This design comes from an exercise in tuning for small area and a short achievable clock period on the open sky130 flow, not from production work. Function was checked by simulation only, so behaviour that the tests miss may differ from the original. No activity file was given, so power comes from the tool's default toggle rates.

$ cat flow/config.mk
export PLATFORM = sky130hd
export DESIGN_NAME = aoc_dial_top
export DESIGN_NICKNAME = aoc_dial_top
export VERILOG_FILES = /design/flow/design.v
export SDC_FILE = /design/flow/constraint.sdc
export NUM_CORES = 4
export LEC_CHECK = 0
export CAP_MARGIN = 20
export CORE_MARGIN = 2
export CORE_UTILIZATION = 40
export SLEW_MARGIN = 20
$ cat flow/design.v
module assignment6_part1 (
	output reg [15:0] result,
	input wire [7:0] character,
	input wire enable_character,
	input wire clk,
	input wire rst
);
	wire parsed_turn;
	wire signed [15:0] amount;
	parser m_parser (parsed_turn, amount, character, enable_character, clk, rst);
	reg signed [15:0] dial;
	reg signed [15:0] s_dial_signed;
	reg [15:0] s_dial;
	reg [15:0] s_result;
	always @* begin
		s_dial_signed = (dial + amount) % 100;
		s_dial = s_dial_signed < 0 ? s_dial_signed + 100 : s_dial_signed;
		s_result = s_dial == 0 ? result + 1 : result;
	end
	always @(posedge clk) begin
		if (rst) begin
			dial <= 50;
			result <= 0;
		end else if (parsed_turn) begin
			dial <= s_dial;
			result <= s_result;
		end
	end
endmodule
module assignment6_part2 (
	output reg [15:0] result,
	input wire [7:0] character,
	input wire enable_character,
	input wire clk,
	input wire rst
);
	wire parsed_turn;
	wire signed [15:0] amount;
	parser m_parser (parsed_turn, amount, character, enable_character, clk, rst);
	reg signed [15:0] dial;
	reg signed [15:0] s_dial_signed;
	reg [15:0] s_dial;
	reg [15:0] s_result;
	reg [15:0] s_amount_unsigned;
	reg s_zero_hit_after_mod_100;
	always @* begin
		s_dial_signed = (dial + amount) % 100;
		s_dial = s_dial_signed < 0 ? s_dial_signed + 100 : s_dial_signed;
		s_amount_unsigned = amount < 0 ? -amount : amount;
		s_zero_hit_after_mod_100 =
			(amount < 0 && s_amount_unsigned % 100 >= dial && dial != 0) ||
			(amount >= 0 && s_amount_unsigned % 100 + dial >= 100);
		s_result = result + s_amount_unsigned / 100 + s_zero_hit_after_mod_100;
	end
	always @(posedge clk) begin
		if (rst) begin
			dial <= 50;
			result <= 0;
		end else if (parsed_turn) begin
			dial <= s_dial;
			result <= s_result;
		end
	end
endmodule
module parser (
	output wire parsed_turn,
	output wire signed [15:0] amount,
	input wire [7:0] character,
	input wire enable_character,
	input wire clk,
	input wire rst
);
	localparam L = 0;
	localparam R = 1;
	assign parsed_turn = character == "\n" && enable_character;
	assign amount = s_amount;
	reg direction;
	reg [15:0] abs_amount;
	reg s_direction;
	reg [15:0] s_abs_amount;
	reg signed [15:0] s_amount;
	always @* begin
		case (character)
			"L": s_direction = L;
			"R": s_direction = R;
			default: s_direction = direction;
		endcase
		case (character)
			"L",
			"R": s_abs_amount = abs_amount;
			default:
				if (character >= "0" && character <= "9")
					s_abs_amount = abs_amount * 10 + character - "0";
				else
					s_abs_amount = 0;
		endcase
		case (direction)
			L: s_amount = -abs_amount;
			R: s_amount = abs_amount;
		endcase
	end
	always @(posedge clk) begin
		if (rst)
			abs_amount <= 0;
		else if (enable_character) begin
			direction <= s_direction;
			abs_amount <= s_abs_amount;
		end
	end
endmodule
module aoc_dial_top (
	output wire [15:0] result_part1,
	output wire [15:0] result_part2,
	input wire [7:0] character,
	input wire enable_character,
	input wire clk,
	input wire rst
);
	assignment6_part1 m_part1 (result_part1, character, enable_character, clk, rst);
	assignment6_part2 m_part2 (result_part2, character, enable_character, clk, rst);
endmodule
$ cat flow/constraint.sdc
create_clock -name core_clock -period 19.0 [get_ports {clk}]
set_input_delay 3.8000 -clock core_clock [delete_from_list [all_inputs] [get_ports {clk}]]
set_output_delay 3.8000 -clock core_clock [all_outputs]
set_load 0.01 [all_outputs]
$ cat flow/run.sh
#!/bin/bash
# synth_recipe.tcl (not shown) runs the flow's synth.tcl, then flattens the netlist and writes it again
# the make line also repeats each setting of config.mk as NAME=value (left out here)
make -C /OpenROAD-flow-scripts/flow DESIGN_CONFIG=/design/flow/config.mk WORK_HOME=/design/flow/orfs CLKGATE_MAP_FILE= SYNTH_SCRIPT=/design/flow/synth_recipe.tcl finish
==> metrics.md <==
| Metric | Value |
|---|---|
| Outcome | finished clean |
| Final slew viol count | 0 |
| Yosys top cell by area | ha_1 |
| H-tree depth | 3 |
| Skew-Pair Late Insertion Delay | 0.37 ns |
| Synth Flop Type | dfxtp_1 |
| Post-Synth Simple-Gate Area | 25.1% |
| Reg2Reg Depth | 73 |
| Logic gate share of total power | approximately 51% |
| Vias/cell | 6.29 |
| Post-Route Skew | about 0.011 ns |
| Die Ht | around 210 µm |
| Largest net degree at the start of global routing | 78 |
| Internal power | 0.411 mW |
| Cell Pwr Density | 39.7 nW/µm² |
| Max stage delay cell, worst path | a2111oi_1 |
| Row count | 75 |
| DRC | 0 |
| Switch Pwr | approximately 0.3 mW |
| Mapped Nets | between 2000 and 2500 |
| Mapped Cells | between 2000 and 2500 |
| PortBufs | 42 |
| CTS Buffer Depth | 2 |
| Tcrit/Tclk final | roughly 90% |
| Post-DP HPWL | 39400 µm |
| CP max stage delay | between 0.6 and 0.7 ns |
| Sequential power share | between 20% and 30% |
| Largest family of logic cells by synthesized area | compound AO/OA/AOI/OAI gates |
| Clk root buf | clkbuf_16 |
| Switching share of power | between 40% and 50% |
| Post-layout min period | 17.13 ns |
| Final wirelength | around 50000 µm |
| WP data arrival | 17.34 ns |
| Total track usage | around 22% |
| CTS tree | done |
| Count of final setup violators | 0 |
| Timing-limited maximum frequency | 58.4 MHz |
| Distinct cells, synth | between 100 and 150 |
| Leakage power | 7.09 nW |
| Layout cells sized above 1 | 6.10% |
| Top cell by count, worst path | o21ai_0 |
| Filler cell count | between 4000 and 5000 |
| RePlAce Congestion | between 0.9 and 1 |
| Hold_buf cts | 0 |
| Initial core utilization | 40.4% |
| Worst ir drop on vdd | between 0.04 and 0.05 mV |
| DR iter-0 viols | ~1300 |
| Final number of hold-violating endpoints | 0 |
| Vias in the first global route | about 17000 |
| CP Launch Type | register |
| First-pass GRT wire length | approximately 83000 µm |
| Min-Delay Path Class | register to register |
| Via count | 18026 |
| Core area | around 42000 µm² |
| Clock power share | between 20% and 30% |
| IO Pins | 43 |
| Mapped cell area | around 17000 µm² |
| Ant. Diodes | 0 |
| Critical Path RT | 19.21 ns |
| Crit. End Element | register |
| Synthesis warning total | 3 |
| Clk sinks | 81 |
| Die area | ~44000 µm² |
| Mux contribution to synthesized area | 2.51% |
| Synth async-reset ratio | 0% |
| Final setup margin | approximately 1.9 ns |
| Yosys top cell area share | 9.64% |
| Pre-Repair DR Iteration Count | 7 |
| Initial antenna violation count | 0 |
| Post-DR wirelength/cell | ~17 µm |
| Dpl ws | just over 2 ns |
| RSZ-0062 raised after global routing | no |
| Final setup TNS | 0 ns |
| Top post-synthesis cells by area | ha_1 (9.6%), dfxtp_1 (9.5%), xnor2_1 (7.2%), a21oi_1 (5.1%), nor2_1 (4.5%) |
| CP Max Fanout | 11 |
| Post-synthesis register bit count | 81 |
| Slew @ Worst Pin | ~1 ns |
| Synth Area in Adders | a little over a tenth |
| XOR/XNOR share of the synthesized area | between 10% and 20% |
| Final core utilization | between 40% and 50% |
| Die width | between 200 and 250 µm |
| Crit Path Class | register to register |
| Headroom to the max-slew limit | slightly above 30% |
| Area delta synth->final | 7.34% |
| Antenna Nets Post-Route | 0 |
| Register area share after synthesis | under 10% |
| Syn avg cell area | just over 7 µm² |
| Post-layout net count | roughly 2500 |
| Compound-cell area share of the yosys netlist | 36.4% |
| CTS clk-pin slew, worst paths | about 0.070 ns |
| Worst hold path stage count | 2 |
| Congestion Overflow GR | 0 |
| Post-synth EDFFs | 1 |
| Maxcap violations | 0 |
| Total CTS buffers | 9 |
metal layers:
metal | up-vias | routed length [µm] | GRT usage, %
met3 | 72 | 2270 | 1.87
met5 | - | 0 | 0
met1 | 8499 | 24000 | 31.2
met2 | 534 | 22800 | 36.4
met4 | 0 | 1130 | 6.58
li1 | 8921 | - | -
critical path: cells and delay by family (launching register included):
kind                     cells  cell delay [ns]
AO/OA/AOI/OAI               32             7.65
adder cells (fa/ha/maj)      7             2.30
buffers and inverters        3             0.40
AND/OR/NAND/NOR             25             4.49
XOR/XNOR                     6             1.67
flip-flops                   1             0.44
cells in the mapped netlist, types with 11 or more instances:
| cell | n |
|---|---|
| a211o_1 | 25 |
| a211oi_1 | 49 |
| a21boi_0 | 11 |
| a21o_1 | 49 |
| a21oi_1 | 173 |
| a22oi_1 | 24 |
| a31oi_1 | 34 |
| and2_1 | 24 |
| and3_1 | 23 |
| and4_1 | 16 |
| clkbuf_1 | 64 |
| dfxtp_1 | 80 |
| ha_1 | 130 |
| inv_1 | 111 |
| mux2i_1 | 26 |
| nand2_1 | 162 |
| nand2b_1 | 30 |
| nand3_1 | 86 |
| nand4_1 | 35 |
| nor2_1 | 204 |
| nor2b_1 | 19 |
| nor3_1 | 88 |
| nor4_1 | 26 |
| o2111ai_1 | 14 |
| o211a_1 | 15 |
| o211ai_1 | 40 |
| o21a_1 | 35 |
| o21ai_0 | 109 |
| o21ai_1 | 14 |
| o21bai_1 | 23 |
| o22ai_1 | 17 |
| o31ai_1 | 23 |
| or2_2 | 19 |
| or3_1 | 29 |
| or4_1 | 15 |
| xnor2_1 | 138 |
| xor2_1 | 70 |
sequential cells by signal (all words and copies together), names as in the netlist:
register	count
m_part1.dial	16
m_part2.result	16
m_part2.dial	16
m_part1.result	16
m_part2.m_parser.direction	1
m_part1.m_parser.abs_amount	16
final timing paths:
check	startpoint	to	slack, ns
max	m_part1.m_parser.abs_amount[0]$_SDFFE_PP0P_	m_part2.result[14]$_SDFFE_PP0P_	1.87
min	m_part1.dial[7]$_SDFFE_PP0P_	m_part1.dial[7]$_SDFFE_PP0P_	0.46
max reg2reg	m_part1.m_parser.abs_amount[0]$_SDFFE_PP0P_	m_part2.result[14]$_SDFFE_PP0P_	1.87
min reg2reg	m_part1.dial[7]$_SDFFE_PP0P_	m_part1.dial[7]$_SDFFE_PP0P_	0.46
power groups by stage:
stage,clock network (mW),logic [mW],registers (mW)
2_1_floorplan,0,0.294,0.175
3_3_place_gp,0,0.353,0.175
3_5_place_dp,0,0.359,0.175
4_1_cts,0.185,0.361,0.171
5_1_grt,0.193,0.408,0.171
6_report,0.182,0.365,0.171
per-stage QoR:
step	power, mW	cell area, µm²	hold slack [ns]	cells
3_3_place_gp	0.528	17800	0.453	2849
4_1_cts	0.717	18100	0.460	2865
2_1_floorplan	0.468	16900	0.436	2328
6_report	0.719	18100	0.460	2865
3_5_place_dp	0.534	17800	0.452	2849
5_1_grt	0.772	18100	0.491	2865
repair_timing:
| action | 4_1_cts | 5_1_grt |
|---|---|---|
| setup buffers | 0 | 0 |
| gates resized for setup | 0 | 1 |
| endpoints found under the setup margin | 0 | 1 |
final cells by class:
class	count	area [µm²]	share of cell area, %
Clock inverter	5	36.3	0.200
Sequential cell	81	1630	9.01
Multi-Input combinational cell	2059	14500	80.3
Timing Repair Buffer	57	528	2.92
Clock buffer	11	264	1.46
Tap cell	539	674	3.72
Inverter	113	424	2.34
cell families after synthesis:
group | after synthesis
compound gates | 843
fa+ha+maj | 138
flops | 81
simple gates | 826
xor+xnor | 213
buf+inv | 188
mux | 39
cell usage in the layout, fill, tap and decap left out, types with 25 or more instances in the layout:
cell / n
a211o_1: 25
a211oi_1: 49
a21o_1: 49
a21oi_1: 173
a31oi_1: 34
clkdlybuf4s50_1: 41
dfxtp_1: 80
ha_1: 130
inv_1: 111
mux2i_1: 26
nand2_1: 162
nand2b_1: 30
nand3_1: 86
nand4_1: 35
nor2_1: 203
nor3_1: 88
nor4_1: 25
o211ai_1: 40
o21a_1: 35
o21ai_0: 109
or3_1: 29
xnor2_1: 137
xor2_1: 70

-- what the ideal ports hide --
How much do the figures lean on ideal ports? The routed layout below was timed once more, with nothing changed but the port constraints.
Step 1 (the two cells are an assumption about what drives the block):
set clk [get_ports {clk}]
set_driving_cell -lib_cell sky130_fd_sc_hd__clkbuf_16 $clk
set_driving_cell -lib_cell sky130_fd_sc_hd__buf_2 [delete_from_list [all_inputs] $clk]
Step 2 adds t to the input delays and takes it off the output delays; t is the mean of the earliest and latest rising clock arrival at the registers after step 1. Input paths then give back, and output paths get back, about the clock's delay inside the block.
Three values: ideal ports, drivers, drivers and shift; two values: the first two.
shift t [ns]: 0.402
slack for setup (ns): 1.870 / 1.870 / 1.870
hold WS [ns]: 0.460 / 0.460 / 0.460
cell pins on the clock port's net: 1
After both steps setup and hold are still met in this run. For this run, drivers alone change the setup slack by 0.000 ns; drivers and shift together by 0.000 ns.
